What follows belongs to an exercise in optimizing a design on an open flow for small area and a short achievable clock period; a production flow would make more cautious choices.
In this exercise RTL edits were held to simulation tests only and were not proved equivalent to the original.
Power and IR drop assume default switching activity.

==> design/flow/design.v <==
module TLB(
    input clk,
    input reset,
    output io_req_ready,
    input  io_req_valid,
    input [6:0] io_req_bits_asid,
    input [27:0] io_req_bits_vpn,
    input  io_req_bits_passthrough,
    input  io_req_bits_instruction,
    input  io_req_bits_store,
    output io_resp_miss,
    output[19:0] io_resp_ppn,
    output io_resp_xcpt_ld,
    output io_resp_xcpt_st,
    output io_resp_xcpt_if,
    output[7:0] io_resp_hit_idx,
    input  io_ptw_req_ready,
    output io_ptw_req_valid,
    output[26:0] io_ptw_req_bits_addr,
    output[1:0] io_ptw_req_bits_prv,
    output io_ptw_req_bits_store,
    output io_ptw_req_bits_fetch,
    input  io_ptw_resp_valid,
    input  io_ptw_resp_bits_error,
    input [19:0] io_ptw_resp_bits_pte_ppn,
    input [2:0] io_ptw_resp_bits_pte_reserved_for_software,
    input  io_ptw_resp_bits_pte_d,
    input  io_ptw_resp_bits_pte_r,
    input [3:0] io_ptw_resp_bits_pte_typ,
    input  io_ptw_resp_bits_pte_v,
    input  io_ptw_status_sd,
    input [30:0] io_ptw_status_zero2,
    input  io_ptw_status_sd_rv32,
    input [8:0] io_ptw_status_zero1,
    input [4:0] io_ptw_status_vm,
    input  io_ptw_status_mprv,
    input [1:0] io_ptw_status_xs,
    input [1:0] io_ptw_status_fs,
    input [1:0] io_ptw_status_prv3,
    input  io_ptw_status_ie3,
    input [1:0] io_ptw_status_prv2,
    input  io_ptw_status_ie2,
    input [1:0] io_ptw_status_prv1,
    input  io_ptw_status_ie1,
    input [1:0] io_ptw_status_prv,
    input  io_ptw_status_ie,
    input  io_ptw_invalidate
);
  reg [1:0]   state;           
  reg [32:0]  refill_tag;      
  reg [2:0]   refill_idx;
  reg         refill_store;
  reg         refill_fetch;
  reg [7:1]   plru;
  reg [7:0]   vb;
  reg [32:0]  tag [0:7];
  reg [19:0]  ppn [0:7];
  reg [7:0]   f_low, f_a, f_ws, f_xs, f_xu, f_nds, f_b;
  wire [1:0] priv = (io_ptw_status_mprv & ~io_req_bits_instruction) ?
                    io_ptw_status_prv1 : io_ptw_status_prv;
  wire priv_s = (priv == 2'h1);
  wire vm_on = io_ptw_status_vm[3] & ~priv[1] & ~io_req_bits_passthrough;
  wire bad_va = io_req_bits_vpn[27] ^ io_req_bits_vpn[26];
  wire [32:0] key = {io_req_bits_asid[5:0], io_req_bits_vpn[26:0]};
  wire [7:0] hits;
  wire [7:0] dmiss;       
  wire [7:0] e_ld, e_st, e_if;
  wire [7:0] errv;
  genvar i;
  generate
    for (i = 0; i < 8; i = i + 1) begin : ent
      wire uok = priv_s | f_low[i];
      assign hits[i] = vb[i] & (tag[i][26:0] == key[26:0]) &
                       (tag[i][32:27] == key[32:27]) &
                       (tag[i][26] == io_req_bits_vpn[27]);
      assign dmiss[i] = io_req_bits_store & f_nds[i] & uok;
      assign e_ld[i] = ~(f_a[i] & uok);
      assign e_st[i] = ~(f_ws[i] & uok);
      assign e_if[i] = dmiss[i] ? ~f_b[i] : ~(priv_s ? f_xs[i] : f_xu[i]);
      assign errv[i] = ~f_nds[i] & f_b[i];
    end
  endgenerate
  wire [7:0] tag_hits = hits & ~dmiss;
  wire tag_hit = |tag_hits;
  reg [19:0] hit_ppn;
  integer k;
  always @(*) begin
    hit_ppn = 20'h0;
    for (k = 0; k < 8; k = k + 1)
      hit_ppn = hit_ppn | (hits[k] ? ppn[k] : 20'h0);
  end
  wire [19:0] va = io_req_bits_vpn[19:0];
  wire va_rx = (va[19:18] == 2'b00);
  wire va_r  = (va[19:3] == 17'h08000);
  wire va_rw = (va >= 20'h40008) & (va <= 20'h40010);
  assign io_resp_hit_idx = hits;
  assign io_resp_ppn = vm_on ? hit_ppn : va;
  assign io_resp_miss = vm_on & ~bad_va & ~tag_hit;
  assign io_resp_xcpt_ld = bad_va | (vm_on ? |(hits & e_ld) : ~(va_rx | va_r | va_rw));
  assign io_resp_xcpt_st = bad_va | (vm_on ? |(hits & e_st) : ~(va_rx | va_rw));
  assign io_resp_xcpt_if = bad_va | (vm_on ? |(hits & e_if) : ~va_rx);
  assign io_req_ready = (state == 2'h0);
  assign io_ptw_req_valid = (state == 2'h1);
  assign io_ptw_req_bits_addr = refill_tag[26:0];
  assign io_ptw_req_bits_prv = io_ptw_status_prv;
  assign io_ptw_req_bits_store = refill_store;
  assign io_ptw_req_bits_fetch = refill_fetch;
  wire hidx2 = |hits[7:4];
  wire hidx1 = hits[7] | hits[6] | hits[3] | hits[2];
  wire hidx0 = hits[7] | hits[5] | hits[3] | hits[1];
  wire v2 = plru[1];
  wire v1 = v2 ? plru[3] : plru[2];
  wire v0 = v2 ? (v1 ? plru[7] : plru[6]) : (v1 ? plru[5] : plru[4]);
  wire [2:0] first_inv = ~vb[0] ? 3'd0 : ~vb[1] ? 3'd1 : ~vb[2] ? 3'd2 :
                         ~vb[3] ? 3'd3 : ~vb[4] ? 3'd4 : ~vb[5] ? 3'd5 :
                         ~vb[6] ? 3'd6 : 3'd7;
  wire [2:0] repl = (&vb) ? {v2, v1, v0} : first_inv;
  wire [3:0] typ = io_ptw_resp_bits_pte_typ;
  wire [19:0] np = io_ptw_resp_bits_pte_ppn;
  wire n_rx = (np[19:18] == 2'b00);
  wire n_rw2 = (np >= 20'h40008) & (np <= 20'h40010);
  wire n_rr = n_rx | (np[19:3] == 17'h08000) | n_rw2;
  wire n_rw = n_rx | n_rw2;
  wire n_base = ~io_ptw_resp_bits_error & io_ptw_resp_bits_pte_v & (typ >= 4'h2);
  wire n_low = ~typ[3];
  wire n_a = n_base & n_rr;
  wire n_ws = n_base & typ[0] & n_rw;
  wire n_xs = n_base & typ[1] & (typ >= 4'h4) & n_rx;
  wire n_xu = n_base & n_low & typ[1] & n_rx;
  wire n_nds = n_base & typ[0] & ~io_ptw_resp_bits_pte_d;
  wire n_b = n_nds ? n_rx : io_ptw_resp_bits_error;
  wire accept = io_req_ready & io_req_valid;
  wire [7:0] clear_mask = io_ptw_invalidate ? 8'hff : (errv | (hits & dmiss));
  wire fill = (state == 2'h2) & io_ptw_resp_valid;
  integer j;
  always @(posedge clk) begin
    if (reset)
      state <= 2'h0;
    else if (io_ptw_resp_valid)
      state <= 2'h0;
    else if (state == 2'h2 && io_ptw_invalidate)
      state <= 2'h3;
    else if (state == 2'h1 && io_ptw_req_ready)
      state <= io_ptw_invalidate ? 2'h3 : 2'h2;
    else if (state == 2'h1 && io_ptw_invalidate)
      state <= 2'h0;
    else if (accept & io_resp_miss)
      state <= 2'h1;
    if (io_req_ready) begin
      refill_tag <= key;
      refill_idx <= repl;
      refill_store <= io_req_bits_store;
      refill_fetch <= io_req_bits_instruction;
    end
    if (reset)
      plru <= 7'h0;
    else if (io_req_valid & vm_on & tag_hit) begin
      plru[1] <= ~hidx2;
      if (~hidx2) plru[2] <= ~hidx1; else plru[3] <= ~hidx1;
      case ({hidx2, hidx1})
        2'd0: plru[4] <= ~hidx0;
        2'd1: plru[5] <= ~hidx0;
        2'd2: plru[6] <= ~hidx0;
        default: plru[7] <= ~hidx0;
      endcase
    end
    if (reset)
      vb <= 8'h0;
    else if (io_ptw_invalidate | accept)
      vb <= vb & ~clear_mask;
    else if (fill)
      vb[refill_idx] <= 1'b1;
    for (j = 0; j < 8; j = j + 1)
      if (io_ptw_resp_valid && refill_idx == j) begin
        tag[j] <= refill_tag;
        ppn[j] <= np;
        f_low[j] <= n_low;
        f_a[j] <= n_a;
        f_ws[j] <= n_ws;
        f_xs[j] <= n_xs;
        f_xu[j] <= n_xu;
        f_nds[j] <= n_nds;
        f_b[j] <= n_b;
      end
  end
endmodule
==> design/flow/config.mk <==
export PLATFORM = sky130hd
export DESIGN_NAME = TLB
export DESIGN_NICKNAME = TLB
export VERILOG_FILES = /design/flow/design.v
export SDC_FILE = /design/flow/constraint.sdc
export NUM_CORES = 4
export LEC_CHECK = 0
export CAP_MARGIN = 20
export CORE_MARGIN = 2
export CORE_UTILIZATION = 40
export CTS_BUF_LIST = sky130_fd_sc_hd__clkbuf_8
export CTS_CLUSTER_SIZE = 30
export SETUP_SLACK_MARGIN = 2.8
export SLEW_MARGIN = 20
==> design/flow/constraint.sdc <==
create_clock -name core_clock -period 6.5 [get_ports {clk}]
set_input_delay 1.3000 -clock core_clock [delete_from_list [all_inputs] [get_ports {clk}]]
set_output_delay 1.3000 -clock core_clock [all_outputs]
set_load 0.01 [all_outputs]
==> design/flow/run.sh <==
#!/bin/bash
# synth_recipe.tcl (not shown) runs the flow's synth.tcl, then flattens the netlist and writes it again
# the make line also repeats each setting of config.mk as NAME=value (left out here)
make -C /OpenROAD-flow-scripts/flow DESIGN_CONFIG=/design/flow/config.mk WORK_HOME=/design/flow/orfs CLKGATE_MAP_FILE= SYNTH_SCRIPT=/design/flow/synth_recipe.tcl finish
==> results of run 1 <==
==> path summary, 6_finish.rpt <==
kind,from,to,cells after the start,slack (ns)
worst max-delay path,io_req_bits_vpn[5],io_resp_ppn[6],13,1.54
worst min register to register,plru[6],plru[6],2,0.48
worst min-delay path,plru[6],plru[6],2,0.48
worst max register to register,tag[0][25],state[0],13,3.53
==> power by group through the flow <==
stage	sequential, mW	clock, mW	combinational [mW]
after detailed placement	3.96	0	0.406
after CTS	3.89	2.72	0.454
after floorplan	3.93	0	0.231
final	3.89	2.69	0.476
after global routing	3.89	2.89	0.501
after global placement	3.96	0	0.403
==> cell usage after synthesis (2+ instances only) <==
master / n / share of area, %
a211oi_1: 7 / 0.24
a21o_1: 23 / 0.78
a21oi_1: 23 / 0.52
a221oi_1: 23 / 0.91
a22o_1: 23 / 0.91
a22oi_1: 46 / 1.6
a31oi_1: 24 / 0.68
and2_1: 6 / 0.17
and3_1: 6 / 0.17
and4_1: 6 / 0.24
buf_2: 4 / 0.090
buf_4: 59 / 2.0
buf_6: 5 / 0.25
clkbuf_1: 29 / 0.49
dfxtp_1: 17 / 1.5
edfxtp_1: 518 / 70
ha_1: 7 / 0.39
inv_1: 17 / 0.29
mux2_2: 7 / 0.35
mux2i_1: 15 / 0.68
nand2_1: 21 / 0.35
nand2b_1: 14 / 0.39
nand3_1: 12 / 0.27
nand3b_1: 4 / 0.14
nand4_1: 67 / 1.9
nand4b_1: 2 / 0.079
nor2_1: 36 / 0.61
nor2b_1: 8 / 0.23
nor3_1: 21 / 0.47
nor3b_1: 4 / 0.14
nor4_1: 21 / 0.59
o2111ai_1: 3 / 0.12
o211a_1: 7 / 0.32
o211ai_1: 3 / 0.10
o21a_1: 2 / 0.068
o21ai_0: 30 / 0.68
o22ai_1: 3 / 0.085
or3b_2: 2 / 0.079
or4_1: 2 / 0.068
xnor2_1: 248 / 9.8
xor2_1: 13 / 0.51
==> logic make-up (layout without fill, tap and decap cells) <==
family          after synthesis  after routing  synth area share [%]
xor+xnor                    261            261                  10.3
other cells                   0              2                     0
mux                          22             22                  1.03
flops                       535            535                  71.6
compound gates              227            227                  7.43
buf+inv                     114            525                  3.12
fa+ha+maj                     7              7                 0.394
simple gates                239            239                  6.17
==> cells in the final DEF, fill, tap and decap left out, drive strengths merged, types with 4 or more instances in the layout <==
cell           count
a211oi             7
a21o              23
a21oi             23
a221oi            23
a22o              23
a22oi             46
a31oi             24
and2               7
and3               6
and4               7
buf              274
clkbuf            92
clkdlybuf4s15      4
clkdlybuf4s50     67
clkinv            27
dfxtp             17
dlygate4sd2        4
edfxtp           518
ha                 7
inv               53
mux2               7
mux2i             15
nand2             21
nand2b            14
nand3             12
nand3b             4
nand4             68
nor2              36
nor2b              8
nor3              21
nor3b              4
nor4              21
o211a              7
o21ai             32
o22ai              4
xnor2            248
xor2              13
==> metal layers <==
layer	track usage, %	vias up	share of wire, %
met5	0	-	0.010
met4	7.80	2	2.4
met3	4.48	103	7.5
met2	37.7	673	47
met1	33.4	7230	43
li1	-	6096	-
==> critical path, delay by kind of cell <==
kind	cells	cell delay [ns]
buf+inv	5	0.65
compound gates	4	0.63
xor+xnor	1	0.13
simple gates	3	0.94
==> final cells by class <==
cell class                      instances  area (sq um)  share of cell area [%]
Sequential cell                       535         15900                    54.7
Multi-Input combinational cell        756          6680                    23.0
Timing Repair Buffer                  351          3910                    13.4
Clock buffer                           91          1250                    4.31
Tap cell                              748           936                    3.22
Clock inverter                         66           317                    1.09
Inverter                               17          71.3                   0.245
Antenna cell                            2          5.00                  0.0172
==> timing repair <==
| action | in CTS | in global routing |
|---|---|---|
| gates cloned | 18 | 1 |
| pin swaps | 111 | 58 |
| hold buffers | 0 | 0 |
| buffers inserted | 106 | 30 |
| gates resized for setup | 516 | 74 |
| setup endpoints to repair | 35 | 32 |
==> sequential cells by signal, indices dropped and copies added (netlist names), 8 cells and up <==
register / cells
f_xu: 8
f_ws: 8
f_low: 8
f_a: 8
f_xs: 8
f_b: 8
tag: 264
ppn: 160
f_nds: 8
vb: 8
refill_tag: 33
==> reports/results.txt, run 1 <==
Ys Warns -> 3
Setup crit start kind -> primary input
Netlist cell types -> 58
Pre-CTS setup slack -> 0.377 ns
Data required time at the worst endpoint -> 5.20 ns
Switching part of the total power -> 23.5%
Syn_area_per_cell -> 15.8 sq um
Post-layout util -> 52.9%
DR pass1 iterations -> 6
Nets -> 1,894
H-tree depth -> 3
Final Hold Vio Count -> 0
Seq/Total Area, Yosys -> 71.6%
Vias per cell -> 5.50
Hpwl dp -> 39.3 mm
Worst hold path type -> flop to flop
Initial Util -> 40.4%
Final period utilization -> 76.3%
Syn Nets -> 1,551
Vias in the first global route -> 13,900
Crit Path Max Fanout -> 5
Final Hold Slack -> 0.484 ns
Gr usage total -> 23.9%
EDFF count, synth -> 518
Largest net degree at the start of global routing -> 61
Clock share of power -> 38.2%
Number of max-cap violations -> 0
Clock Latency Late Sink -> 0.69 ns
Row count -> 86
Post-Route WL -> 68.5 mm
FILL cells -> 4,443
Register share of total power -> 55.1%
Placeable Area -> 55,000 sq um
Unrepaired setup endpoints after global routing -> true
Critical path class -> primary input to output pin
Die area -> 57,400 sq um
CP max-delay cell -> nor4_2
Async set or reset register ratio after synthesis -> 0%
Combinational Power Share -> 6.7%
Placed Instances -> 2,251
Placed Instance Area -> 24,800 sq um
Setup WS post-layout -> 1.54 ns
DR vias -> 14,100
Drt initial violations -> 1,533
Sw power -> 1.66 mW
Setup Skew -> 0.0451 ns
Non-Filler Instances -> 2,566
Cell-internal power -> 5.40 mW
Gr ovfl total -> 0
Clk slew on worst S/H paths -> 0.05 ns
Die height -> 240 microns
Number of routed nets with antenna violations -> 0
First-pass GRT wire length -> 97.1 mm
CTS tree -> done
Worst-path cell chain -> buf_6 > buf_8 > xnor2_2 > nand4_1 > nor4_2 > and3_4 > buf_12 > buf_16 > a22o_1 > a221oi_2 > a31oi_2 > a21o_1 > buf_2
Status -> complete, no violations
Max-slew violations -> 0
Endpoint type of the worst setup path -> output pin
Syn Inst Count -> 1,405
GPL Wtd Cong -> 0.864
Final TNS setup -> 0 ns
TritonCTS Buffers -> 87
Dominant synthesized flop cell -> edfxtp_1
Routed len/inst -> 26.7 microns
Min cycle time layout -> 4.96 ns
FF+latch count, synth -> 535
Die X-Extent -> 240 microns
Sink Count -> 535
Highest Clock Rate -> 0.202 GHz
Tightest Pin Transition -> 1.15 ns
Netlist Area Pre-Place -> 22,200 sq um
Layout cells sized above 1 -> 30.5%
Syn-to-layout area delta -> 30.9%
Peak VDD IR -> 0.155 mV
Num ports -> 204
CP arrival -> 3.66 ns
Final setup fails -> 0
Root Buffer Master -> clkbuf_8
Worst relative slew slack -> 23.1%
Max incr delay on CP -> 0.37 ns
Final instance area -> 29,100 sq um
CTS max path bufs -> 3
Total power -> 7.06 mW
Leak -> 9.87 nW
I/O Buffers -> 140
# DRC -> 0
Initial antenna violation count -> 3
PwrDens -> 243 nW/um^2
==> run 2: changes to the inputs <==
--- a/design/flow/config.mk
+++ b/design/flow/config.mk
@@ -10,5 +10,2 @@
 export CORE_UTILIZATION = 40
-export CTS_BUF_LIST = sky130_fd_sc_hd__clkbuf_8
-export CTS_CLUSTER_SIZE = 30
-export SETUP_SLACK_MARGIN = 2.8
 export SLEW_MARGIN = 20
==> run 2 against run 1 <==
Compared with the run above: still clean; synthesized area unchanged; worst setup slack got worse by 1.4 ns; routed wire length fell by 9.5%; power grew 3.5%; first-iteration DRC count decreased by 15%; worst hold slack improved by 0.0038 ns; flip-flop and latch count stayed put; combinational power down 16%; critical endpoint unchanged; largest cell class unchanged.
==> reports/results.txt, run 2 <==
Status -> complete, no violations
Register share of total power -> 53.2% (-1.9 points)
Pre-CTS setup slack -> 0.270 ns (-0.107 ns)
RR Startpoint -> tag[6][32]
Root Buffer Master -> clkbuf_16
H-tree depth -> 2 (-1)
Hold path depth -> 2 (unchanged)
Cell-internal power -> 5.75 mW (+6.4%)
Final Hold Vio Count -> 0 (unchanged)
Area occupied by multi-input gates -> 5660 sq um (-15%)
I/O Buffers -> 140 (unchanged)
Tightest Pin Transition -> 1.08 ns (-0.0712 ns)
Async set or reset register ratio after synthesis -> 0% (unchanged)
Max incr delay on CP -> 0.73 ns (+0.36 ns)
Peak VDD IR -> 0.180 mV (+16%)
Hold EP -> plru[5]
First-pass GRT wire length -> 89.4 mm (-8.0%)
Sw power -> 1.56 mW (-6.0%)
Cell with the most instances after synthesis -> edfxtp_1
Netlist Area Pre-Place -> 22,200 sq um (unchanged)
GPL Wtd Cong -> 0.870 (+0.67%)
Switching part of the total power -> 21.3% (-2.1 points)
CTS Hold Bufs -> 0 (unchanged)
Worst relative slew slack -> 27.9% (+4.7 points)
Routed len/inst -> 26.1 microns (-2.1%)
Clk slew on worst S/H paths -> 0.06 ns (about the same)
Commonest non-fill, non-tap cell in the layout -> edfxtp_1
Max FFs per register -> 264 (unchanged)
DR pass1 iterations -> 5 (-1)
Clock share of power -> 41.3% (+3.1 points)
Reg with most FFs -> tag
Setup WS post-layout -> 0.108 ns (-1.43 ns)
Worst Path Buf+Inv -> 4 (-1)
TritonCTS Buffers -> 53 (-39%)
Gr usage total -> 21.7% (-2.2 points)
Num ports -> 204 (unchanged)
Drt initial violations -> 1,297 (-15%)
Total power -> 7.30 mW (+3.5%)
Biggest regs -> tag x264, ppn x160, refill_tag x33
Final period utilization -> 98.3% (+22 points)
Critical path class -> primary input to output pin
Area leader, netlist -> edfxtp_1
Syn-to-layout area delta -> 18.9%
Register area -> 15,900 sq um (unchanged)
Number of routed nets with antenna violations -> 0 (unchanged)
CTS max path bufs -> 3 (unchanged)
Setup bufs post-CTS -> 0 (-100%)
Die height -> 240 microns (unchanged)
CP max-delay cell -> clkdlybuf4s50_1
Layout cells sized above 1 -> 11.1% (-19 points)
Placeable Area -> 55,000 sq um (unchanged)
Final TNS setup -> 0 ns (unchanged)
Endpoint type of the worst setup path -> output pin
Resized cells post-CTS -> 0 (-100%)
# DRC -> 0 (unchanged)
DR vias -> 13,000 (-7.8%)
Netlist cell types -> 58 (unchanged)
Die X-Extent -> 240 microns (unchanged)
Dominant synthesized flop cell -> edfxtp_1
CTS tree -> done
Nets -> 1,729 (-8.7%)
Syn_area_per_cell -> 15.8 sq um (unchanged)
Max-slew violations -> 0 (unchanged)
Syn Inst Count -> 1,405 (unchanged)
Post-Route WL -> 62.0 mm (-9.5%)
Seq/Total Area, Yosys -> 71.6% (unchanged)
Initial Util -> 40.4% (unchanged)
Largest net degree at the start of global routing -> 61 (unchanged)
Unrepaired setup endpoints after global routing -> false
Synth top area share -> 70.0% (unchanged)
Final setup fails -> 0 (unchanged)
Most common cell on crit path -> clkdlybuf4s50_1
Reg2reg path depth -> 8 (-5)
Most frequent cells in the layout -> edfxtp_1, xnor2_1, clkdlybuf4s50_1
Final Hold Slack -> 0.488 ns (+0.00381 ns)
Syn Nets -> 1,551 (unchanged)
Setup crit start kind -> primary input
EDFF count, synth -> 518 (unchanged)
Worst-path cell chain -> clkdlybuf4s50_1 > xnor2_1 > nand4_1 > nor2_1 > and4_1 > buf_12 > a22oi_1 > a31oi_1 > buf_4 > a21o_1 > clkdlybuf4s50_1
Leak -> 8.33 nW (-16%)
Number of max-cap violations -> 0 (unchanged)
PwrDens -> 277 nW/um^2 (+14%)
Synth area leaders -> edfxtp_1, xnor2_1, buf_4
Vias per cell -> 5.48 (-0.34%)
Die area -> 57,400 sq um (unchanged)
Critical R2R Capture -> state[0]
Reg-to-reg slack, setup -> 3.67 ns (+0.14 ns)
Highest Clock Rate -> 0.156 GHz (-22%)
Clock Latency Late Sink -> 0.60 ns (-0.09 ns)
CP arrival -> 5.09 ns (+1.43 ns)
Initial antenna violation count -> 0 (-3)
FILL cells -> 4,684 (+5.4%)
Ys Warns -> 3 (unchanged)
Worst hold path type -> flop to flop
CP delay by family, top -> buffers and inverters
Sink Count -> 535 (unchanged)
FF+latch count, synth -> 535 (unchanged)
Vias in the first global route -> 12,600 (-9.0%)
Data required time at the worst endpoint -> 5.20 ns (about the same)
Crit Path Max Fanout -> 25 (+20)
Combinational Power Share -> 5.5% (-1.2 points)
Hold wc startpoint -> plru[5]
Min cycle time layout -> 6.39 ns (+1.43 ns)
Post-synth top cells -> edfxtp_1, xnor2_1, nand4_1
Setup Skew -> 0.0301 ns (-0.0150 ns)
Row count -> 86 (unchanged)
Hpwl dp -> 40.0 mm (+1.8%)
Gr ovfl total -> 0 (unchanged)
N_diodes -> 0 (-2)
[run 2: cell type report]
class / instances / share of cell area, %
Clock inverter: 31 / 1.08
Clock buffer: 66 / 5.36
Inverter: 17 / 0.242
Tap cell: 748 / 3.55
Timing Repair Buffer: 220 / 8.13
Sequential cell: 535 / 60.2
Multi-Input combinational cell: 756 / 21.4
[run 2: per-stage QoR]
stage,instance area (sq um),instances,utilization [%]
final,26400,2373,48.0
after global routing,26400,2373,48.0
after CTS,26400,2371,47.9
after detailed placement,24700,2274,44.8
after floorplan,22200,1405,-
after global placement,24700,2274,44.8
[run 2: how the worst max path moves through the flow]
stage	startpoint	end	slack, ns	depth (start not counted)
6_report	io_req_bits_asid[0]	io_resp_ppn[6]	0.11	11
3_5_place_dp	io_req_bits_asid[0]	io_resp_ppn[11]	0.27	11
2_1_floorplan	io_req_bits_asid[1]	io_resp_ppn[18]	1.92	10
5_1_grt	io_req_bits_asid[0]	io_resp_ppn[6]	0.12	11
4_1_cts	io_req_bits_asid[0]	io_resp_ppn[11]	0.24	11
3_3_place_gp	io_req_bits_vpn[17]	io_resp_xcpt_st	0.29	12
[run 2: cells by family (layout without fill, tap and decap cells)]
| family | Yosys count | in the layout | synth area share [%] |
|---|---|---|---|
| compound gates | 227 | 227 | 7.43 |
| xor+xnor | 261 | 261 | 10.3 |
| fa+ha+maj | 7 | 7 | 0.394 |
| buf+inv | 114 | 334 | 3.12 |
| flops | 535 | 535 | 71.6 |
| mux | 22 | 22 | 1.03 |
| simple gates | 239 | 239 | 6.17 |
[run 2: power by group through the flow]
stage               sequential [mW]  clock [mW]  combinational (mW)
detailed placement             3.96           0               0.401
floorplan                      3.93           0               0.213
global placement               3.96           0               0.399
global route                   3.89        3.19               0.426
finish                         3.88        3.02               0.401
CTS                            3.88        3.07               0.403
[run 2: worst min-delay path, stage by stage, from the launching register on]
cell      delay [ns]
dfxtp_1         0.31
nand2b_1        0.07
mux2i_1         0.06
[run 2: routing by layer]
layer / global-route usage, % / vias to the layer above / wire length, microns
met5: 0 / - / 0
met4: 5.02 / 0 / 1260
met1: 31.6 / 6681 / 27700
met3: 2.96 / 91 / 3780
li1: - / 5743 / -
met2: 34.6 / 484 / 29300
==> run 3: changes to the inputs <==
--- a/design/flow/config.mk
+++ b/design/flow/config.mk
@@ -10,2 +10,3 @@
 export CORE_UTILIZATION = 40
+export SETUP_SLACK_MARGIN = 2.8
 export SLEW_MARGIN = 20
==> run 3 against run 2 <==
Compared with the run above: routed wire length increased by 10%; still clean; non-clock buffer count is 128 higher; critical path type unchanged; global-route usage rose by 2.1 points; largest power group unchanged; synthesized area stayed put; die area did not move; combinational power is 18% higher; design area increased by 10%; critical path depth rose by 2; power grew 0.53%; sequential share of layout area fell by 5.6 points.
==> reports/results.txt, run 3 <==
Nets -> 1,858 (+7.5%)
Placed Instance Area -> 24,800 sq um (+0.44%)
I/O Buffers -> 140 (unchanged)
Clk slew on worst S/H paths -> 0.06 ns (about the same)
Initial antenna violation count -> 2 (+2)
FF+latch count, synth -> 535 (unchanged)
Max FFs per register -> 264 (unchanged)
CP max-delay cell -> nor4_4
Post-Route WL -> 68.5 mm (+10%)
Worst relative slew slack -> 24.7% (-3.2 points)
Synth area leaders -> edfxtp_1, xnor2_1, buf_4
Most frequent cells in the layout -> edfxtp_1, xnor2_1, buf_4
Worst hold path type -> flop to flop
Post-layout util -> 53.0% (+4.9 points)
PwrDens -> 252 nW/um^2 (-8.8%)
Clock Latency Late Sink -> 0.63 ns (+0.03 ns)
Post-Synth Simple-Gate Area -> 6.17% (unchanged)
Setup crit start kind -> primary input
Die X-Extent -> 240 microns (unchanged)
Vias per cell -> 5.55 (+1.3%)
CTS tree -> done
GPL Wtd Cong -> 0.864 (-0.67%)
# DRC -> 0 (unchanged)
Number of routed nets with antenna violations -> 0 (unchanged)
Seq/Total Area, Yosys -> 71.6% (unchanged)
Die height -> 240 microns (unchanged)
Netlist cell types -> 58 (unchanged)
Syn_area_per_cell -> 15.8 sq um (unchanged)
Switching part of the total power -> 22.3% (+0.92 points)
Reg with most FFs -> tag
N_diodes -> 0 (unchanged)
Num ports -> 204 (unchanged)
Tightest Pin Transition -> 1.13 ns (+0.0481 ns)
Final setup fails -> 0 (unchanged)
CTS max path bufs -> 3 (unchanged)
Register share of total power -> 52.9% (-0.3 points)
Max-slew violations -> 0 (unchanged)
Hold path depth -> 2 (unchanged)
EDFF count, synth -> 518 (unchanged)
Worst-path cell chain -> buf_12 > xnor2_4 > nand4_1 > nor4_4 > and4_4 > buf_6 > buf_12 > buf_16 > buf_6 > a221oi_2 > a31oi_2 > a21o_1 > buf_2
Die area -> 57,400 sq um (unchanged)
Critical path class -> primary input to output pin
Ys Warns -> 3 (unchanged)
TritonCTS Buffers -> 54 (+1.9%)
Gr usage total -> 23.8% (+2.1 points)
Reg2reg path depth -> 10 (+2)
Post-synth top cells -> edfxtp_1, xnor2_1, nand4_1
H-tree depth -> 2 (unchanged)
Dominant synthesized flop cell -> edfxtp_1
Final Hold Vio Count -> 0 (unchanged)
CP arrival -> 3.73 ns (-1.36 ns)
Syn Nets -> 1,551 (unchanged)
Sw power -> 1.63 mW (+4.9%)
Root Buffer Master -> clkbuf_16
Area leader, netlist -> edfxtp_1
Initial Util -> 40.4% (unchanged)
Highest Clock Rate -> 0.199 GHz (+27%)
Status -> complete, no violations
Clock share of power -> 40.6% (-0.7 points)
Vias in the first global route -> 13,700 (+8.7%)
Layout cells sized above 1 -> 29.3% (+18 points)
Biggest regs -> tag x264, ppn x160, refill_tag x33
Post-Synth XOR/XNOR Area -> 10.3% (unchanged)
Combinational family with the most area after synthesis -> XOR/XNOR gates
Syn-to-layout area delta -> 31.1%
Cell-internal power -> 5.71 mW (-0.64%)
Drt initial violations -> 1,574 (+21%)
Adder-cell share of the synthesized area -> 0.394% (unchanged)
Placeable Area -> 55,000 sq um (unchanged)
Crit Path Max Fanout -> 6 (-76%)
Syn Inst Count -> 1,405 (unchanged)
DR pass1 iterations -> 5 (unchanged)
Max incr delay on CP -> 0.47 ns (-0.26 ns)
Peak VDD IR -> 0.209 mV (+16%)
DR vias -> 13,900 (+6.8%)
Netlist Area Pre-Place -> 22,200 sq um (unchanged)
Final TNS setup -> 0 ns (unchanged)
Row count -> 86 (unchanged)
Sink Count -> 535 (unchanged)
Synth top area share -> 70.0% (unchanged)
Hpwl dp -> 39.3 mm (-1.8%)
Compound-Gate Fraction of Synth Area -> 7.43% (unchanged)
Reg-to-reg slack, setup -> 3.57 ns (-0.10 ns)
Combinational Power Share -> 6.5% (+1.0 points)
Multiplexer share of the synthesized area -> 1.03% (unchanged)
Largest net degree at the start of global routing -> 61 (unchanged)
Gr ovfl total -> 0 (unchanged)
Leak -> 9.74 nW (+17%)
First-pass GRT wire length -> 96.4 mm (+7.9%)
Min cycle time layout -> 5.03 ns (-1.36 ns)
Async set or reset register ratio after synthesis -> 0% (unchanged)
Unrepaired setup endpoints after global routing -> true
Final period utilization -> 77.4% (-21 points)
Setup Skew -> 0.0365 ns (+0.00640 ns)
Cell with the most instances after synthesis -> edfxtp_1
Final instance area -> 29,100 sq um (+10%)
Commonest non-fill, non-tap cell in the layout -> edfxtp_1
Number of max-cap violations -> 0 (unchanged)
Data required time at the worst endpoint -> 5.20 ns (about the same)
Routed len/inst -> 27.4 microns (+4.8%)
Endpoint type of the worst setup path -> output pin
-- run 3: cell counts after synthesis --
Identical to the previous run, type by type.
-- run 3: power groups by stage --
stage / Sequential (mW) / Clock, mW / Combinational (mW)
after floorplan: 3.93 / 0 / 0.231
after global placement: 3.96 / 0 / 0.403
after detailed placement: 3.96 / 0 / 0.406
after CTS: 3.89 / 3.01 / 0.465
after global routing: 3.89 / 3.15 / 0.501
final: 3.89 / 2.98 / 0.475
-- run 3: final timing paths --
kind / endpoint / start
worst max-delay path: io_resp_ppn[5] / io_req_bits_vpn[25]
worst min-delay path: plru[6] / plru[6]
worst max register to register: state[0] / tag[1][6]
worst min register to register: plru[6] / plru[6]
-- run 3: per-layer routing --
metal	up-vias	wire, microns	track usage (%)
met3	117	5420	4.64
met1	7120	28700	33.0
li1	6018	-	-
met2	622	32200	37.7
met4	0	2210	8.14
met5	-	0	0
-- run 3: cell type report --
| type | count | area, sq um |
|---|---|---|
| fill | 4451 | 25900 |
| sequential | 535 | 15900 |
| multi-input combinational | 756 | 6660 |
| timing repair buffer | 348 | 3900 |
| clock buffer | 74 | 1460 |
| tap | 748 | 936 |
| clock inverter | 23 | 201 |
| inverter | 17 | 68.8 |
-- run 3: per-stage QoR --
step	hold slack, ns	total power, mW	setup WS [ns]	std cells
floorplan	0.448	4.16	2.30	1405
global placement	0.461	4.36	0.385	2251
detailed placement	0.469	4.36	0.377	2251
CTS	0.483	7.36	1.57	2478
global route	0.510	7.54	1.41	2501
finish	0.485	7.34	1.47	2501
-- run 3: cells by family after synthesis --
kind of cell	count (synthesis)
DFF	535
AOI/OAI and AO/OA	227
xor gates and xnor gates	261
muxes	22
adders and majority gates	7
and+or+nand+nor	239
buffers and inverters	114
-- run 3: critical path: cells and delay by family --
family / cells / cell delay [ns]
and+or+nand+nor: 3 / 1.06
xor gates and xnor gates: 1 / 0.17
AOI/OAI and AO/OA: 3 / 0.47
buffers and inverters: 6 / 0.72
-- run 3: repair_timing --
item | in CTS | in global routing
endpoints found under the setup margin | 39 | 32
buffers inserted | 113 | 22
hold buffers | 0 | 0
cloned | 17 | 0
resized for setup | 536 | 59
pin swaps | 115 | 77
==> run 4: changes to the inputs <==
--- a/design/flow/config.mk
+++ b/design/flow/config.mk
@@ -10,3 +10,3 @@
 export CORE_UTILIZATION = 40
-export SETUP_SLACK_MARGIN = 2.8
+export SETUP_SLACK_MARGIN = 2.0
 export SLEW_MARGIN = 20
==> run 4 against run 3 <==
Compared with the run above: still clean on timing, DRC and antenna; synthesized area unchanged; routed wire length rose by 1.4%; worst hold slack improved by 0.0073 ns; critical path type unchanged; largest power group unchanged.
==> reports/results.txt, run 4 <==
Status -> complete, no violations
Placeable Area -> 55,000 sq um (unchanged)
Min cycle time layout -> 5.05 ns (+0.0135 ns)
Syn Inst Count -> 1,405 (unchanged)
Non-Filler Instances -> 2,536 (+1.4%)
Endpoint type of the worst setup path -> output pin
Data required time at the worst endpoint -> 5.20 ns (about the same)
Synth top area share -> 70.0% (unchanged)
Switching part of the total power -> 22.3% (+0.034 points)
CTS max path bufs -> 3 (unchanged)
Critical path class -> primary input to output pin
Max incr delay on CP -> 0.34 ns (-0.13 ns)
First-pass GRT wire length -> 97.8 mm (+1.5%)
Initial Util -> 40.4% (unchanged)
Seq/Total Area, Yosys -> 71.6% (unchanged)
Reg with most FFs -> tag
Total power -> 7.31 mW (-0.50%)
Most common cell on crit path -> buf_6
Placed Instances -> 2,256 (+0.22%)
Final TNS setup -> 0 ns (unchanged)
Die height -> 240 microns (unchanged)
Num ports -> 204 (unchanged)
Setup crit start kind -> primary input
RR Startpoint -> tag[0][25]
Synth area leaders -> edfxtp_1, xnor2_1, buf_4
Cell-internal power -> 5.68 mW (-0.54%)
CP max-delay cell -> and4_4
Hold wc startpoint -> plru[7]
Vias in the first global route -> 13,700 (-0.46%)
Sw power -> 1.63 mW (-0.34%)
Post-synth top cells -> edfxtp_1, xnor2_1, nand4_1
Die X-Extent -> 240 microns (unchanged)
Register area -> 15,900 sq um (unchanged)
FILL cells -> 4,332 (-2.7%)
Sink Count -> 535 (unchanged)
Register share of total power -> 53.2% (+0.3 points)
Initial antenna violation count -> 1 (-1)
N_diodes -> 0 (unchanged)
GPL Wtd Cong -> 0.817 (-5.4%)
Syn Nets -> 1,551 (unchanged)
Worst hold path type -> flop to flop
Die area -> 57,400 sq um (unchanged)
Post-Route WL -> 69.5 mm (+1.4%)
Nets -> 1,891 (+1.8%)
Layout cells sized above 1 -> 30.8% (+1.4 points)
PwrDens -> 247 nW/um^2 (-1.9%)
# DRC -> 0 (unchanged)
DR vias -> 14,200 (+2.1%)
Ys Warns -> 3 (unchanged)
CP arrival -> 3.75 ns (+0.02 ns)
Hpwl dp -> 39.4 mm (+0.42%)
Max FFs per register -> 264 (unchanged)
Async set or reset register ratio after synthesis -> 0% (unchanged)
Number of routed nets with antenna violations -> 0 (unchanged)
Syn_area_per_cell -> 15.8 sq um (unchanged)
Netlist Area Pre-Place -> 22,200 sq um (unchanged)
Max-slew violations -> 0 (unchanged)
Syn-to-layout area delta -> 32.9%
Unrepaired setup endpoints after global routing -> true
Final setup fails -> 0 (unchanged)
Root Buffer Master -> clkbuf_16
CTS tree -> done
Critical Path Start -> io_req_bits_vpn[2]
Area leader, netlist -> edfxtp_1
Netlist cell types -> 58 (unchanged)
Worst-path cell chain -> clkbuf_4 > buf_8 > xnor2_2 > nand4_1 > buf_6 > nor4_4 > and4_4 > buf_6 > buf_16 > buf_12 > a221oi_2 > a31oi_1 > buf_4 > a21o_1 > buf_2
Number of max-cap violations -> 0 (unchanged)
H-tree depth -> 2 (unchanged)
Clk slew on worst S/H paths -> 0.06 ns (about the same)
Routed len/inst -> 27.4 microns (about the same)
Setup Skew -> 0.0147 ns (-0.0218 ns)
Most frequent cells in the layout -> edfxtp_1, xnor2_1, buf_4
Tightest Pin Transition -> 1.14 ns (+0.0132 ns)
Vias per cell -> 5.59 (+0.68%)
Final period utilization -> 77.6% (+0.21 points)
Final Hold Vio Count -> 0 (unchanged)
Peak VDD IR -> 0.179 mV (-14%)
Leak -> 10.0 nW (+3.1%)
Worst relative slew slack -> 23.8% (-0.88 points)
Largest net degree at the start of global routing -> 61 (unchanged)
CTS Hold Bufs -> 0 (unchanged)
Drt initial violations -> 1,671 (+6.2%)
DR pass1 iterations -> 6 (+1)
Clock Latency Late Sink -> 0.62 ns (about the same)
EDFF count, synth -> 518 (unchanged)
Final Hold Slack -> 0.493 ns (+0.00726 ns)
Gr ovfl total -> 0 (unchanged)
Highest Clock Rate -> 0.198 GHz (-0.27%)
Gr usage total -> 24.0% (+0.17 points)
Biggest regs -> tag x264, ppn x160, refill_tag x33
Dominant synthesized flop cell -> edfxtp_1
Area occupied by multi-input gates -> 6800 sq um (+2.0%)
Clock share of power -> 39.7% (-0.9 points)
I/O Buffers -> 140 (unchanged)
TritonCTS Buffers -> 52 (-3.7%)
Commonest non-fill, non-tap cell in the layout -> edfxtp_1
Row count -> 86 (unchanged)
Crit Path Max Fanout -> 6 (unchanged)
Combinational Power Share -> 7.1% (+0.6 points)
Cell with the most instances after synthesis -> edfxtp_1
FF+latch count, synth -> 535 (unchanged)
==> run 4: cell counts after synthesis <==
Identical to the previous run, type by type.
==> run 4: worst paths after layout <==
kind,to,slack (ns),cells past startpoint
max,io_resp_ppn[6],1.45,15
min,plru[7],0.49,2
max reg2reg,state[0],3.45,13
min reg2reg,plru[7],0.49,2
==> run 4: cell families (layout without fill, tap and decap cells) <==
kind of cell | Yosys count | after routing | synth area share, %
simple gates | 239 | 239 | 6.17
buf+inv | 114 | 496 | 3.12
xor+xnor | 261 | 261 | 10.3
fa+ha+maj | 7 | 7 | 0.394
mux | 22 | 22 | 1.03
compound gates | 227 | 228 | 7.43
flops | 535 | 535 | 71.6
==> run 4: critical path, delay by kind of cell <==
| family | cells | cell delay (ns) |
|---|---|---|
| buf+inv | 8 | 1.15 |
| compound gates | 3 | 0.36 |
| xor+xnor | 1 | 0.17 |
| simple gates | 3 | 0.75 |
==> run 4: what timing repair did <==
action                                  4_1_cts  5_1_grt
gates cloned                                 21        0
endpoints found under the setup margin       32       32
setup buffers                               123       38
resized for setup                           562       84
pin swaps                                   117       68
==> run 4: layer usage <==
| metal | vias to the layer above | GRT usage [%] | routed length, microns |
|---|---|---|---|
| met4 | 2 | 7.73 | 2100 |
| met1 | 7222 | 34.0 | 29100 |
| met2 | 745 | 37.7 | 32500 |
| li1 | 6089 | - | - |
| met3 | 109 | 4.07 | 5760 |
| met5 | - | 0 | 13 |
==> run 4: metrics by stage <==
| step | setup WS, ns | instance area [sq um] | util (%) |
|---|---|---|---|
| 2_1_floorplan | 2.03 | 22200 | - |
| 3_3_place_gp | 0.248 | 24500 | 44.6 |
| 3_5_place_dp | 0.268 | 24500 | 44.6 |
| 4_1_cts | 1.59 | 28800 | 52.4 |
| 5_1_grt | 1.42 | 29500 | 53.7 |
| 6_report | 1.45 | 29500 | 53.7 |
==> run 4: power by group through the flow <==
| stage | clock network [mW] | logic, mW | registers (mW) |
|---|---|---|---|
| 2_1_floorplan | 0 | 0.213 | 3.93 |
| 6_report | 2.90 | 0.519 | 3.89 |
| 3_5_place_dp | 0 | 0.398 | 3.96 |
| 3_3_place_gp | 0 | 0.395 | 3.95 |
| 5_1_grt | 3.06 | 0.544 | 3.89 |
| 4_1_cts | 2.92 | 0.489 | 3.89 |
==> run 4: final cells by class <==
cell class	instances	share of cell area, %
Sequential cell	535	53.8
Multi-Input combinational cell	757	23.0
Timing Repair Buffer	382	14.3
Clock buffer	63	4.55
Tap cell	748	3.17
Clock inverter	34	0.860
Inverter	17	0.225
==> run 5: changes to the inputs <==
--- a/design/flow/config.mk
+++ b/design/flow/config.mk
@@ -9,4 +9,5 @@
 export CORE_MARGIN = 2
-export CORE_UTILIZATION = 40
-export SETUP_SLACK_MARGIN = 2.0
+export CORE_UTILIZATION = 65
+export PLACE_DENSITY = 0.75
+export SETUP_SLACK_MARGIN = 2.8
 export SLEW_MARGIN = 20
==> run 5 against run 4 <==
Compared with the run above: still clean on timing, DRC and antenna; routed wire length up 4.8%; critical path depth unchanged; sequential power about the same; combinational power down 3%; highest routed layer is now met4.
==> reports/results.txt, run 5 <==
Routed len/inst -> 33.0 microns (+20%)
Sink Count -> 535 (unchanged)
Grt met1 use -> 54.1% (+20 points)
CP arrival -> 3.96 ns (+0.21 ns)
Synth area leaders -> edfxtp_1, xnor2_1, buf_4
Vias in the first global route -> 14,200 (+4.1%)
Cell with the most instances after synthesis -> edfxtp_1
Area leader, netlist -> edfxtp_1
Endpoint type of the worst setup path -> output pin
Grt peak-use layer -> met2
Synth top area share -> 70.0% (unchanged)
Hold wc startpoint -> plru[4]
Placed Instance Area -> 24,400 sq um (-0.61%)
Syn-to-layout area delta -> 30.3%
Netlist Area Pre-Place -> 22,200 sq um (unchanged)
Dominant synthesized flop cell -> edfxtp_1
Peak VDD IR -> 0.266 mV (+48%)
Final Hold Vio Count -> 0 (unchanged)
Crit Path Max Fanout -> 6 (unchanged)
Seq/Total Area, Yosys -> 71.6% (unchanged)
Post-synth top cells -> edfxtp_1, xnor2_1, nand4_1
Number of routed nets with antenna violations -> 0 (unchanged)
Number of max-cap violations -> 0 (unchanged)
DR vias -> 15,200 (+7.3%)
Setup crit start kind -> primary input
DR pass1 iterations -> 6 (unchanged)
Drt initial violations -> 2,449 (+47%)
Met2 Usage GRT -> 57.6% (+20 points)
Met3 Track Usage GR -> 8.74% (+4.7 points)
Vias per cell -> 6.89 (+23%)
Num ports -> 204 (unchanged)
Data required time at the worst endpoint -> 5.20 ns (about the same)
Final instance area -> 28,900 sq um (-2.0%)
Die area -> 35,700 sq um (-38%)
Async set or reset register ratio after synthesis -> 0% (unchanged)
Biggest regs -> tag x264, ppn x160, refill_tag x33
FILL cells -> 1,415 (-67%)
CTS Hold Bufs -> 0 (unchanged)
Max-slew violations -> 0 (unchanged)
Final setup fails -> 0 (unchanged)
Nets -> 1,866 (-1.3%)
Syn Inst Count -> 1,405 (unchanged)
CTS max path bufs -> 3 (unchanged)
Tightest Pin Transition -> 1.13 ns (-0.0123 ns)
Highest Clock Rate -> 0.190 GHz (-4.0%)
Post-Route WL -> 72.8 mm (+4.8%)
Status -> complete, no violations
GPL Wtd Cong -> 0.887 (+8.6%)
RR Startpoint -> tag[4][26]
Hpwl dp -> 36.4 mm (-7.8%)
Gr ovfl total -> 0 (unchanged)
Leak -> 9.88 nW (-1.6%)
FF+latch count, synth -> 535 (unchanged)
N_diodes -> 0 (unchanged)
Initial antenna violation count -> 0 (-1)
Reg-to-reg slack, setup -> 3.56 ns (+0.11 ns)
Reg2reg path depth -> 11 (-2)
Ys Warns -> 3 (unchanged)
Die height -> 189 microns (-21%)
Syn_area_per_cell -> 15.8 sq um (unchanged)
TritonCTS Buffers -> 52 (unchanged)
Netlist cell types -> 58 (unchanged)
H-tree depth -> 2 (unchanged)
Setup Skew -> 0.0270 ns (+0.0123 ns)
Placed Instances -> 1,947 (-14%)
Layout cells sized above 1 -> 30.5% (-0.27 points)
Max FFs per register -> 264 (unchanged)
Commonest non-fill, non-tap cell in the layout -> edfxtp_1
Worst relative slew slack -> 24.6% (+0.82 points)
Gr usage total -> 37.9% (+14 points)
# DRC -> 0 (unchanged)
Critical path class -> primary input to output pin
Crit path capture -> io_resp_ppn[6]
Syn Nets -> 1,551 (unchanged)
Initial Util -> 66.1% (+26 points)
Critical R2R Capture -> state[0]
CTS tree -> done
Worst hold path type -> flop to flop
Final period utilization -> 80.9% (+3.3 points)
Root Buffer Master -> clkbuf_16
Row count -> 67 (-22%)
Largest net degree at the start of global routing -> 61 (unchanged)
Total power -> 7.40 mW (+1.3%)
Most frequent cells in the layout -> edfxtp_1, xnor2_1, buf_4
Unrepaired setup endpoints after global routing -> true
PwrDens -> 256 nW/um^2 (+3.4%)
First-pass GRT wire length -> 96.2 mm (-1.7%)
Die X-Extent -> 189 microns (-21%)
Placeable Area -> 33,600 sq um (-39%)
Critical Path Start -> io_req_bits_vpn[24]
Final TNS setup -> 0 ns (unchanged)
EDFF count, synth -> 518 (unchanged)
I/O Buffers -> 140 (unchanged)
Clk slew on worst S/H paths -> 0.06 ns (about the same)
Min cycle time layout -> 5.26 ns (+0.213 ns)
Reg with most FFs -> tag
Clock Latency Late Sink -> 0.60 ns (-0.02 ns)
Non-Filler Instances -> 2,206 (-13%)
-- run 5: cell counts after synthesis --
No cell type changed its count.
-- run 5: worst min-delay path by stage --
stage / end / depth (start not counted)
final: plru[4] / 2
after global routing: plru[4] / 2
after CTS: plru[4] / 2
after detailed placement: plru[4] / 2
after global placement: plru[4] / 2
after floorplan: plru[4] / 2
-- run 5: per-stage QoR --
step / setup WS [ns] / hold WS, ns / utilization [%]
after floorplan: 2.30 / 0.448 / -
after global placement: 0.450 / 0.459 / 72.4
after detailed placement: 0.425 / 0.473 / 72.4
after CTS: 1.55 / 0.483 / 83.2
after global routing: 1.25 / 0.517 / 86.1
final: 1.24 / 0.485 / 86.1
-- run 5: repair_timing --
item,4_1_cts,5_1_grt
endpoints found under the hold margin,0,0
setup buffers,104,43
pin swaps,104,79
gates cloned,19,1
gates resized for setup,478,117
endpoints found under the setup margin,39,32
-- run 5: kinds of logic (layout without fill, tap and decap cells) --
group,after synthesis,in the layout,synth area share [%]
flops,535,535,71.6
xor+xnor,261,261,10.3
simple gates,239,239,6.17
compound gates,227,229,7.43
buf+inv,114,465,3.12
mux,22,22,1.03
fa+ha+maj,7,7,0.394
-- run 5: routing by layer --
| layer | vias up | part of all wire (%) | wire length, microns |
|---|---|---|---|
| li1 | 6038 | - | - |
| met1 | 7452 | 35 | 25300 |
| met2 | 1416 | 46 | 33300 |
| met3 | 291 | 14 | 10300 |
| met4 | 0 | 5.3 | 3850 |
| met5 | - | 0 | 0 |
-- run 5: final cells by class --
| cell class | count | area [sq um] | share of cell area (%) |
|---|---|---|---|
| clock buffer | 68 | 1380 | 4.78 |
| clock inverter | 24 | 241 | 0.834 |
| sequential | 535 | 15900 | 54.9 |
| timing repair buffer | 356 | 3890 | 13.4 |
| tap | 448 | 561 | 1.94 |
| inverter | 17 | 66.3 | 0.229 |
| multi-input combinational | 758 | 6910 | 23.9 |
-- run 5: where the power goes --
group | internal, mW | switching (mW) | total, mW
Sequential | 3.83 | 0.0632 | 3.89
Clock | 1.69 | 1.32 | 3.01
Combinational | 0.235 | 0.271 | 0.505
-- run 5: worst max-delay path, cell delays in order --
cell and delay [ns]:
buf_8 0.10, buf_6 0.12, buf_6 0.12, buf_6 0.13
xnor2_4 0.16, nand4_1 0.23, nor4_2 0.40, and4_4 0.36
buf_6 0.13, buf_12 0.10, buf_16 0.14, a22oi_2 0.10
a31oi_2 0.24, a21o_1 0.18, buf_2 0.15
==> run 6: changes to the inputs <==
--- a/design/flow/config.mk
+++ b/design/flow/config.mk
@@ -9,4 +9,6 @@
 export CORE_MARGIN = 2
-export CORE_UTILIZATION = 65
-export PLACE_DENSITY = 0.75
+export CORE_UTILIZATION = 40
+export CTS_BUF_LIST = sky130_fd_sc_hd__clkbuf_8 sky130_fd_sc_hd__clkbuf_16
+export CTS_CLUSTER_DIAMETER = 100
+export CTS_CLUSTER_SIZE = 20
 export SETUP_SLACK_MARGIN = 2.8
==> run 6 against run 5 <==
Compared with the run above: clock skew increased by 0.0038 ns; critical path depth unchanged; design area decreased by 3.0%; sequential share of layout area increased by 1.7 points; combinational power decreased by 6.1%; first-iteration DRC count decreased by 37%; core utilization decreased by 35 points; cell count increased by 11%; routed wire length decreased by 7.2%.
==> reports/results.txt, run 6 <==
Status -> complete, no violations
Largest net degree at the start of global routing -> 61 (unchanged)
Number of routed nets with antenna violations -> 0 (unchanged)
Number of max-cap violations -> 0 (unchanged)
Cell with the most instances after synthesis -> edfxtp_1
PwrDens -> 224 nW/um^2 (-12%)
Die area -> 57,400 sq um (+61%)
Reg with most FFs -> tag
CTS max path bufs -> 3 (unchanged)
I/O Buffers -> 140 (unchanged)
Unrepaired setup endpoints after global routing -> true
Root Buffer Master -> clkbuf_16
DR vias -> 13,600 (-10%)
Placed Instances -> 2,251 (+16%)
Vias per cell -> 5.57 (-19%)
Ys Warns -> 3 (unchanged)
# DRC -> 0 (unchanged)
Hold EP -> plru[7]
Drt initial violations -> 1,539 (-37%)
Initial Util -> 40.4% (-26 points)
Highest Clock Rate -> 0.195 GHz (+2.6%)
Hold path depth -> 2 (unchanged)
First-pass GRT wire length -> 95.2 mm (-1.0%)
Setup WS post-layout -> 1.37 ns (+0.134 ns)
Placeable Area -> 55,000 sq um (+64%)
Final TNS setup -> 0 ns (unchanged)
Syn Nets -> 1,551 (unchanged)
Post-synth top cells -> edfxtp_1, xnor2_1, nand4_1
CTS Hold Bufs -> 0 (unchanged)
CP arrival -> 3.83 ns (-0.13 ns)
Worst hold path type -> flop to flop
Compound-Gate Fraction of Synth Area -> 7.43% (unchanged)
DR pass1 iterations -> 5 (-1)
Critical path class -> primary input to output pin
Initial antenna violation count -> 2 (+2)
Max FFs per register -> 264 (unchanged)
Crit Path Max Fanout -> 6 (unchanged)
Data required time at the worst endpoint -> 5.20 ns (about the same)
GPL Wtd Cong -> 0.864 (-2.7%)
Critical R2R Capture -> state[0]
Final Hold Vio Count -> 0 (unchanged)
Setup Skew -> 0.0307 ns (+0.00378 ns)
Worst relative slew slack -> 23.4% (-1.2 points)
Commonest non-fill, non-tap cell in the layout -> edfxtp_1
Die X-Extent -> 240 microns (+27%)
N_diodes -> 0 (unchanged)
Final period utilization -> 78.9% (-2.1 points)
Max incr delay on CP -> 0.32 ns (-0.08 ns)
Multiplexer share of the synthesized area -> 1.03% (unchanged)
Row count -> 86 (+28%)
Adder-cell share of the synthesized area -> 0.394% (unchanged)
EDFF count, synth -> 518 (unchanged)
Hpwl dp -> 39.3 mm (+8.0%)
Hold wc startpoint -> plru[7]
Pre-CTS setup slack -> 0.377 ns (-0.0481 ns)
Seq/Total Area, Yosys -> 71.6% (unchanged)
Netlist cell types -> 58 (unchanged)
Tightest Pin Transition -> 1.15 ns (+0.0186 ns)
Async set or reset register ratio after synthesis -> 0% (unchanged)
Non-Filler Instances -> 2,452 (+11%)
Placed Instance Area -> 24,800 sq um (+1.7%)
Reg2reg path depth -> 11 (unchanged)
Area leader, netlist -> edfxtp_1
Num ports -> 204 (unchanged)
CTS tree -> done
Vias in the first global route -> 13,300 (-6.4%)
Syn_area_per_cell -> 15.8 sq um (unchanged)
Die height -> 240 microns (+27%)
Min cycle time layout -> 5.13 ns (-0.134 ns)
H-tree depth -> 1 (-1)
Leak -> 9.36 nW (-5.3%)
Post-Synth Simple-Gate Area -> 6.17% (unchanged)
Nets -> 1,826 (-2.1%)
Sink Count -> 535 (unchanged)
Synth top area share -> 70.0% (unchanged)
Clock Latency Late Sink -> 0.62 ns (+0.02 ns)
Biggest regs -> tag x264, ppn x160, refill_tag x33
Post-Synth XOR/XNOR Area -> 10.3% (unchanged)
Final setup fails -> 0 (unchanged)
Setup crit start kind -> primary input
FF+latch count, synth -> 535 (unchanged)
Syn Inst Count -> 1,405 (unchanged)
TritonCTS Buffers -> 30 (-42%)
Clk slew on worst S/H paths -> 0.09 ns (+0.03 ns)
CP max-delay cell -> nand4_1
Post-layout util -> 51.1% (-35 points)
RR Startpoint -> tag[2][25]
Most frequent cells in the layout -> edfxtp_1, xnor2_1, buf_4
Layout cells sized above 1 -> 27.0% (-3.5 points)
Final instance area -> 28,100 sq um (-3.0%)
Peak VDD IR -> 0.216 mV (-19%)
Worst-path cell chain -> buf_6 > buf_8 > buf_4 > xnor2_2 > nand4_1 > nor2_2 > and4_4 > buf_6 > buf_12 > buf_8 > a22o_1 > a221oi_2 > a31oi_1 > a21o_1 > buf_2
Combinational family with the most area after synthesis -> XOR/XNOR gates
Post-Route WL -> 67.6 mm (-7.2%)
Synth area leaders -> edfxtp_1, xnor2_1, buf_4
Gr ovfl total -> 0 (unchanged)
Endpoint type of the worst setup path -> output pin
Routed len/inst -> 27.6 microns (-17%)
Gr usage total -> 23.3% (-15 points)
Final Hold Slack -> 0.490 ns (+0.00481 ns)
Netlist Area Pre-Place -> 22,200 sq um (unchanged)
Syn-to-layout area delta -> 26.4%
Max-slew violations -> 0 (unchanged)
Total power -> 6.29 mW (-15%)
Reg-to-reg slack, setup -> 3.48 ns (-0.08 ns)
Dominant synthesized flop cell -> edfxtp_1
==> run 6: cell counts after synthesis <==
Identical to the previous run, type by type.
==> run 6: repair_timing <==
item,CTS,global route
gates resized for setup,524,43
buffers inserted,102,26
setup endpoints to repair,39,32
gates cloned,15,1
pin swaps,117,69
==> run 6: routing by layer <==
| metal | share of wire [%] | vias up | global-route usage [%] |
|---|---|---|---|
| met5 | 0 | - | 0 |
| met4 | 2.4 | 0 | 5.95 |
| met3 | 7.2 | 82 | 3.22 |
| met2 | 48 | 572 | 37.7 |
| met1 | 43 | 7068 | 33.2 |
| li1 | - | 5926 | - |
==> run 6: report_power, final <==
group | leakage, nW | internal, mW | switching, mW
Combinational | 3.88 | 0.226 | 0.248
Clock | 0.505 | 0.842 | 1.10
Sequential | 4.97 | 3.82 | 0.0571
==> run 6: area by class of cell <==
type	instances	area [sq um]
clock buffer	30	751
clock inverter	26	114
fill	4543	26900
inverter	17	68.8
multi-input combinational	756	6620
sequential	535	15900
tap	748	936
timing repair buffer	340	3700
==> run 6: cells by family after synthesis <==
kind of cell	after synthesis
XOR/XNOR	261
flip-flops	535
multiplexers	22
buffers and inverters	114
AND/OR/NAND/NOR	239
AO/OA/AOI/OAI	227
adder cells (fa/ha/maj)	7
==> run 6: worst max path at each step <==
stage | start | end
after floorplan | io_req_bits_vpn[26] | io_resp_xcpt_ld
after global placement | io_req_bits_vpn[22] | io_resp_ppn[6]
after detailed placement | io_req_bits_vpn[27] | io_resp_ppn[6]
after CTS | io_req_bits_asid[1] | io_resp_ppn[13]
after global routing | io_req_bits_vpn[1] | io_resp_ppn[18]
final | io_req_bits_vpn[1] | io_resp_ppn[18]
==> run 6: worst max-delay path: cells and delay by family <==
kind            cells  cell delay (ns)
compound gates      4             0.66
simple gates        3             0.85
xor+xnor            1             0.13
buf+inv             7             0.87
==> run 7: changes to the inputs <==
--- a/design/flow/config.mk
+++ b/design/flow/config.mk
@@ -7,2 +7,3 @@
 export LEC_CHECK = 0
+export ABC_AREA = 1
 export CAP_MARGIN = 20
==> run 7 against run 6 <==
Compared with the run above: worst hold slack better by 0.034 ns; maximum frequency up 7.1%; critical path type unchanged; flip-flop and latch count unchanged; highest routed layer is now met5; global-route usage up 11 points; clock skew up 0.0098 ns; sequential power up 1%; critical endpoint is now io_resp_ppn[10]; synthesized area up 17%; power up 14%; critical path depth up 3.
==> reports/results.txt, run 7 <==
Leak -> 14.8 nW (+58%)
Gr ovfl total -> 0 (unchanged)
Worst-path cell chain -> buf_12 > buf_8 > nand2_4 > buf_4 > buf_6 > buf_6 > nand4_1 > nor2_1 > nand3_1 > nor2_4 > and2_4 > buf_12 > buf_16 > nand2_2 > nand4_1 > o31ai_4 > inv_1 > buf_2
Status -> complete, no violations
Vias in the first global route -> 20,700 (+55%)
Setup crit start kind -> primary input
Die X-Extent -> 259 microns (+8.2%)
Final TNS setup -> 0 ns (unchanged)
Async set or reset register ratio after synthesis -> 0% (unchanged)
Most frequent cells in the layout -> nand2_1, edfxtp_1, inv_1
Worst relative slew slack -> 31.4% (+8.0 points)
Hold path depth -> 4 (+2)
Die height -> 259 microns (+8.2%)
Reg with most FFs -> tag
# DRC -> 0 (unchanged)
Worst Path Buf+Inv -> 9 (+2)
Seq/Total Area, Yosys -> 61.0% (-11 points)
Critical path class -> primary input to output pin
Netlist Area Pre-Place -> 26,100 sq um (+17%)
Number of routed nets with antenna violations -> 0 (unchanged)
RR Startpoint -> tag[1][15]
Dominant synthesized flop cell -> edfxtp_1
Clock Latency Late Sink -> 0.61 ns (about the same)
Largest net degree at the start of global routing -> 50 (-18%)
FF+latch count, synth -> 535 (unchanged)
Number of max-cap violations -> 0 (unchanged)
Biggest regs -> tag x264, ppn x160, refill_tag x33
Critical R2R Capture -> plru[5]
FILL cells -> 5,667 (+25%)
Ys Warns -> 3 (unchanged)
Reg-to-reg slack, setup -> 3.36 ns (-0.12 ns)
Layout cells sized above 1 -> 30.5% (+3.5 points)
Initial Util -> 40.4% (+0.041 points)
Gr usage total -> 33.8% (+11 points)
Area leader, netlist -> edfxtp_1
I/O Buffers -> 140 (unchanged)
CTS Hold Bufs -> 0 (unchanged)
Routed len/inst -> 28.2 microns (+2.4%)
Unrepaired setup endpoints after global routing -> true
Initial antenna violation count -> 5 (+3)
Synth area leaders -> edfxtp_1, nand2_1, inv_1
Vias per cell -> 5.57 (about the same)
CTS tree -> done
Final setup fails -> 0 (unchanged)
First-pass GRT wire length -> 158 mm (+66%)
H-tree depth -> 2 (+1)
Reg2reg path depth -> 17 (+6)
PwrDens -> 204 nW/um^2 (-9.0%)
TritonCTS Buffers -> 34 (+13%)
GPL Wtd Cong -> 1.02 (+18%)
Final period utilization -> 73.6% (-5.3 points)
Root Buffer Master -> clkbuf_16
Max incr delay on CP -> 0.24 ns (-0.08 ns)
Hpwl dp -> 82.5 mm (+110%)
Placeable Area -> 64,500 sq um (+17%)
Post-synth top cells -> nand2_1, edfxtp_1, inv_1
CP max-delay cell -> o31ai_4
Tightest Pin Transition -> 1.02 ns (-0.128 ns)
DR vias -> 22,800 (+67%)
Netlist cell types -> 49 (-16%)
Min cycle time layout -> 4.78 ns (-0.342 ns)
Clk slew on worst S/H paths -> 0.08 ns (about the same)
Syn_area_per_cell -> 9.35 sq um (-41%)
CP arrival -> 3.48 ns (-0.35 ns)
Setup Skew -> 0.0405 ns (+0.00975 ns)
Synth top area share -> 59.7% (-10 points)
Highest Clock Rate -> 0.209 GHz (+7.1%)
Cell with the most instances after synthesis -> nand2_1
CP delay by family, top -> buffers and inverters
Endpoint type of the worst setup path -> output pin
Die area -> 67,200 sq um (+17%)
Peak VDD IR -> 0.228 mV (+5.6%)
Nets -> 3,371 (+85%)
Hold EP -> plru[4]
Crit Path Max Fanout -> 5 (-1)
Final Hold Slack -> 0.523 ns (+0.0339 ns)
Max FFs per register -> 264 (unchanged)
DR pass1 iterations -> 6 (+1)
Hold wc startpoint -> plru[4]
Sink Count -> 535 (unchanged)
CTS max path bufs -> 3 (unchanged)
Worst hold path type -> flop to flop
Syn Nets -> 2,934 (+89%)
Commonest non-fill, non-tap cell in the layout -> nand2_1
Data required time at the worst endpoint -> 5.20 ns (about the same)
Syn-to-layout area delta -> 35.1%
Post-Route WL -> 116 mm (+71%)
Num ports -> 204 (unchanged)
Row count -> 93 (+8.1%)
Final Hold Vio Count -> 0 (unchanged)
Drt initial violations -> 3,142 (+100%)
EDFF count, synth -> 518 (unchanged)
Syn Inst Count -> 2,788 (+98%)
Max-slew violations -> 0 (unchanged)
-- run 7: where the power goes --
group / total (mW) / switching, mW / leakage [nW] / internal [mW]
sequential: 3.92 / 0.0812 / 4.92 / 3.84
combinational: 0.875 / 0.548 / 9.31 / 0.327
clock: 2.38 / 1.25 / 0.548 / 1.14
-- run 7: worst max path at each step --
stage | start | to | slack (ns) | cells past startpoint
after CTS | io_req_bits_vpn[13] | io_resp_xcpt_if | 1.76 | 19
final | io_req_bits_vpn[15] | io_resp_ppn[10] | 1.72 | 18
after detailed placement | io_req_bits_asid[0] | io_resp_xcpt_if | 0.42 | 17
after floorplan | io_ptw_resp_valid | f_a[2] | 2.15 | 2
after global placement | io_req_bits_asid[0] | io_resp_xcpt_if | 0.44 | 17
after global routing | io_req_bits_vpn[15] | io_resp_ppn[10] | 1.70 | 18
-- run 7: area by class of cell --
class / count / area, sq um / area share [%]
inverter: 354 / 1600 / 4.53
timing repair buffer: 482 / 4930 / 14.0
tap: 855 / 1070 / 3.04
sequential: 535 / 15900 / 45.1
clock inverter: 15 / 231 / 0.657
clock buffer: 34 / 851 / 2.42
timing repair inverter: 5 / 36.3 / 0.103
multi-input combinational: 1813 / 10600 / 30.1
antenna: 3 / 7.51 / 0.0213
-- run 7: stage by stage --
stage	setup slack, ns	instances	util, %	total power, mW	instance area, sq um
floorplan	2.15	2788	-	4.27	26500
finish	1.72	4096	54.6	7.18	35200
CTS	1.76	4054	52.8	7.13	34000
detailed placement	0.418	3875	46.2	4.66	29800
global route	1.70	4093	54.6	7.36	35200
global placement	0.442	3875	46.2	4.66	29800
-- run 7: logic make-up (layout without fill, tap and decap cells) --
family          count (synthesis)  count (layout)  share of synthesized area (%)
simple gates                 1598            1599                           25.5
flops                         535             535                           61.0
buf+inv                       441             890                           7.66
compound gates                149             149                           3.57
xor+xnor                       53              53                           1.78
fa+ha+maj                       7               7                          0.336
mux                             5               5                          0.192
other cells                     0               3                              0
-- run 7: routing by layer --
metal	track usage (%)	part of all wire, %	wire (microns)
met4	8.13	2.7	3090
met5	0	0.0095	11
met1	51.1	43	49900
met2	50.6	43	50200
met3	5.85	11	12400
-- run 7: timing repair --
action	CTS	global route
setup endpoints to repair	38	32
gates resized for setup	915	221
cloned	12	1
pin swaps	161	124
setup buffers	118	38
-- run 7: worst reg2reg max path, delay by kind of cell, from the launching register on --
family / cells / cell delay (ns)
and+or+nand+nor: 8 / 1.40
AOI/OAI and AO/OA: 1 / 0.18
buffers and inverters: 8 / 1.04
DFF: 1 / 0.41

[afterwards: timing with drivers on the ports]
In the flow no input, the clock included, has a driving cell. The finished layouts below were timed again as built, in two steps.
Step 1 sets driving cells, clkbuf_16 on the clock port and buf_2 on the other inputs (assumed; they add their load-dependent delay and slew).
Step 2, shift: input delay + t, output delay - t, t = (earliest + latest rising clock arrival at the registers) / 2. This alone moves slack from input paths to output paths.
a / b / c = no drivers / after step 1 / after step 2; a / b = the first two.
run	t, ns	setup slack, ns	worst hold slack (ns)	slew at the worst register clock pin (ns)	worst data-port slew with drivers (ns)
run 1	0.722	1.539 / 1.507 / 1.507	0.484 / 0.484 / 0.484	0.07 / 0.07	0.07
run 2	0.643	0.108 / 0.084 / 0.084	0.488 / 0.488 / 0.488	0.06 / 0.06	0.06
run 3	0.665	1.466 / 1.411 / 1.411	0.485 / 0.485 / 0.485	0.06 / 0.06	0.07
run 4	0.663	1.453 / 1.418 / 1.418	0.493 / 0.493 / 0.493	0.07 / 0.07	0.07
run 5	0.640	1.240 / 1.167 / 1.167	0.485 / 0.485 / 0.485	0.07 / 0.07	0.10
run 6	0.665	1.374 / 1.339 / 1.339	0.490 / 0.490 / 0.490	0.09 / 0.09	0.06
run 7	0.655	1.716 / 1.653 / 1.653	0.523 / 0.523 / 0.523	0.09 / 0.09	0.09
After both steps every run listed still meets setup and hold. For run 5, which loses most, drivers alone change the setup slack by -0.073 ns; drivers and shift together by -0.073 ns.
